This design comes from an exercise in tuning for a short achievable clock period and few clock cycles on the open sky130 flow, not from production work. Power is estimated from default activity; no workload was simulated.

## v6
// risc
module risc(clk, reset, mem_addr, mem_wdata, mem_rdata, mem_read, mem_write,
            rg0, rg1, rg2, rg3, rg4, rg5, rg6, rg7);
input clk, reset;
output [15:0] mem_addr, mem_wdata;
input  [15:0] mem_rdata;
output mem_read, mem_write;
output [15:0] rg0, rg1, rg2, rg3, rg4, rg5, rg6, rg7;
localparam CB = 5;               
localparam CN = 1 << CB;         
localparam TW = 16 - CB;         
localparam M_NONE = 2'd0, M_LOAD = 2'd1, M_LM = 2'd2, M_SM = 2'd3;
reg [15:0] r0, r1, r2, r3, r4, r5, r6, pc1;    
reg fz, fc;                                    
reg [15:0] ir, ir_pc, ir_npc;
reg ir_v, ir_pred;
reg [7:0] sa, sb, sc;                          
reg [10:0] cls;                                
reg [6:0] ir_rset, ir_wset;                    
reg ir_mem;                                    
reg [15:0] fa;                                 
reg [15:0] pfa;                                
reg [15:0] maddr, mwdata;
reg mwrite;
reg pdem;                                      
reg pfill;                                     
reg [1:0] mode;
reg [6:0] ld_oh;                               
reg [6:0] mmask;                               
reg fb_v;
reg [15:0] fb_w, fb_a;
reg [CN-1:0] c_v;
wire [CN-1:0] c_j;
wire [CN*16-1:0] c_d;
wire [CN*TW-1:0] c_t;
wire [CN*16-1:0] c_g;
assign mem_addr = maddr;
assign mem_wdata = mwdata;
assign mem_write = mwrite;
assign mem_read = 1'b1;
assign rg0 = r0; assign rg1 = r1; assign rg2 = r2; assign rg3 = r3;
assign rg4 = r4; assign rg5 = r5; assign rg6 = r6; assign rg7 = pc1;
wire c_add = cls[0], c_nd = cls[1], c_adi = cls[2], c_lhi = cls[3], c_lw = cls[4],
     c_sw = cls[5], c_lm = cls[6], c_sm = cls[7], c_beq = cls[8], c_jal = cls[9],
     c_jlr = cls[10];
wire [1:0] cz = ir[1:0];
wire [15:0] imm6 = {{10{ir[5]}}, ir[5:0]};
wire [15:0] imm9 = {{7{ir[8]}}, ir[8:0]};
wire [6:0] imask = ir[6:0];
wire [15:0] va = ({16{sa[0]}} & r0) | ({16{sa[1]}} & r1) | ({16{sa[2]}} & r2) |
                 ({16{sa[3]}} & r3) | ({16{sa[4]}} & r4) | ({16{sa[5]}} & r5) |
  ...
Size: ~1800 flip-flops, about 83000 µm² of cells after synthesis.
==> flow/config.mk <==
export PLATFORM = sky130hd
export DESIGN_NAME = risc
export DESIGN_NICKNAME = risc
export VERILOG_FILES = /design/flow/design.v
export SDC_FILE = /design/flow/constraint.sdc
export NUM_CORES = 4
export LEC_CHECK = 0
export ABC_CLOCK_PERIOD_IN_PS = 3000
export CAP_MARGIN = 20
export CORE_MARGIN = 2
export CORE_UTILIZATION = 40
export SLEW_MARGIN = 20
==> flow/constraint.sdc <==
create_clock -name core_clock -period 10.0 [get_ports {clk}]
set_input_delay 2.0000 -clock core_clock [delete_from_list [all_inputs] [get_ports {clk}]]
set_output_delay 2.0000 -clock core_clock [all_outputs]
set_load 0.01 [all_outputs]
standard.sh (not shown) runs the stock make flow with config.mk's settings and CLKGATE_MAP_FILE= SYNTH_SCRIPT=/design/flow/synth_recipe.tcl, a recipe that flattens the netlist after the stock synthesis.
==> flow/flow/run.sh <==
#!/bin/bash
set -euo pipefail
bash standard.sh SETUP_SLACK_MARGIN=6.5 finish > make_finish.log 2>&1
v6 finished end to end and its layout was clean on timing, DRC and antenna.
diff inputs: v6 => v7
# v6
export LEC_CHECK = 0
export ABC_CLOCK_PERIOD_IN_PS = 3000
export CAP_MARGIN = 20
export CORE_MARGIN = 2
export CORE_UTILIZATION = 40
export SLEW_MARGIN = 20
create_clock -name core_clock -period 10.0 [get_ports {clk}]
# v7
export LEC_CHECK = 0
export ABC_CLOCK_PERIOD_IN_PS = 3000
export CAP_MARGIN = 20
export CORE_MARGIN = 2
export CORE_UTILIZATION = 40
export SETUP_SLACK_MARGIN = 5
export SLEW_MARGIN = 20
create_clock -name core_clock -period 10.0 [get_ports {clk}]
==> flow/run.sh (new file) <==
#!/bin/bash
# synth_recipe.tcl (not shown) runs the flow's synth.tcl, then flattens the netlist and writes it again
# the make line also repeats each setting of config.mk as NAME=value (left out here)
make -C /OpenROAD-flow-scripts/flow DESIGN_CONFIG=/design/flow/config.mk WORK_HOME=/design/flow/orfs CLKGATE_MAP_FILE= SYNTH_SCRIPT=/design/flow/synth_recipe.tcl finish
removed: flow/flow/run.sh
removed: flow/standard.sh
Notes after the runs:
- Ran to the end and failed final checks on max-capacitance violations, max-slew violations: v7.
- Diff v6..v7 | cell count after placement | negligible
- Time the final worst path needs with I/O delays and setup deteriorates in v7 relative to v6.
- Lower utilization goes to v7 over v6.
- Looking at v7 and v6, the required time reported for the critical path endpoint is a wash.
- v7 consumes less power than v6 does.
- Cmp v7 and v6 / clock network fraction of design power / higher: v7
No run of this note included a check of the RTL's function; only the layout flow was run.

port drivers added, routing unchanged:
No port has a modelled driver above. Below, the same layouts with a new extraction and two added sets of constraints.
Step 1 sets driving cells, clkbuf_16 on the clock port and buf_2 on the other inputs (assumed; they add their load-dependent delay and slew).
Step 2, shift: input delay + t, output delay - t, t = (earliest + latest rising clock arrival at the registers) / 2. This alone moves slack from input paths to output paths.
a / b / c = ideal / step 1 / step 2; a / b = the first two.
run	t (ns)	setup WS [ns]	slew at the worst register clock pin (ns)	worst data-port slew with drivers (ns)
v6	0.924	5.402 / 5.402 / 5.206	0.07 / 0.07	0.14
v7	0.919	5.058 / 5.058 / 5.058	0.07 / 0.07	0.18
For v6, which loses most, drivers alone change the setup slack by 0.000 ns; drivers and shift together by -0.196 ns.
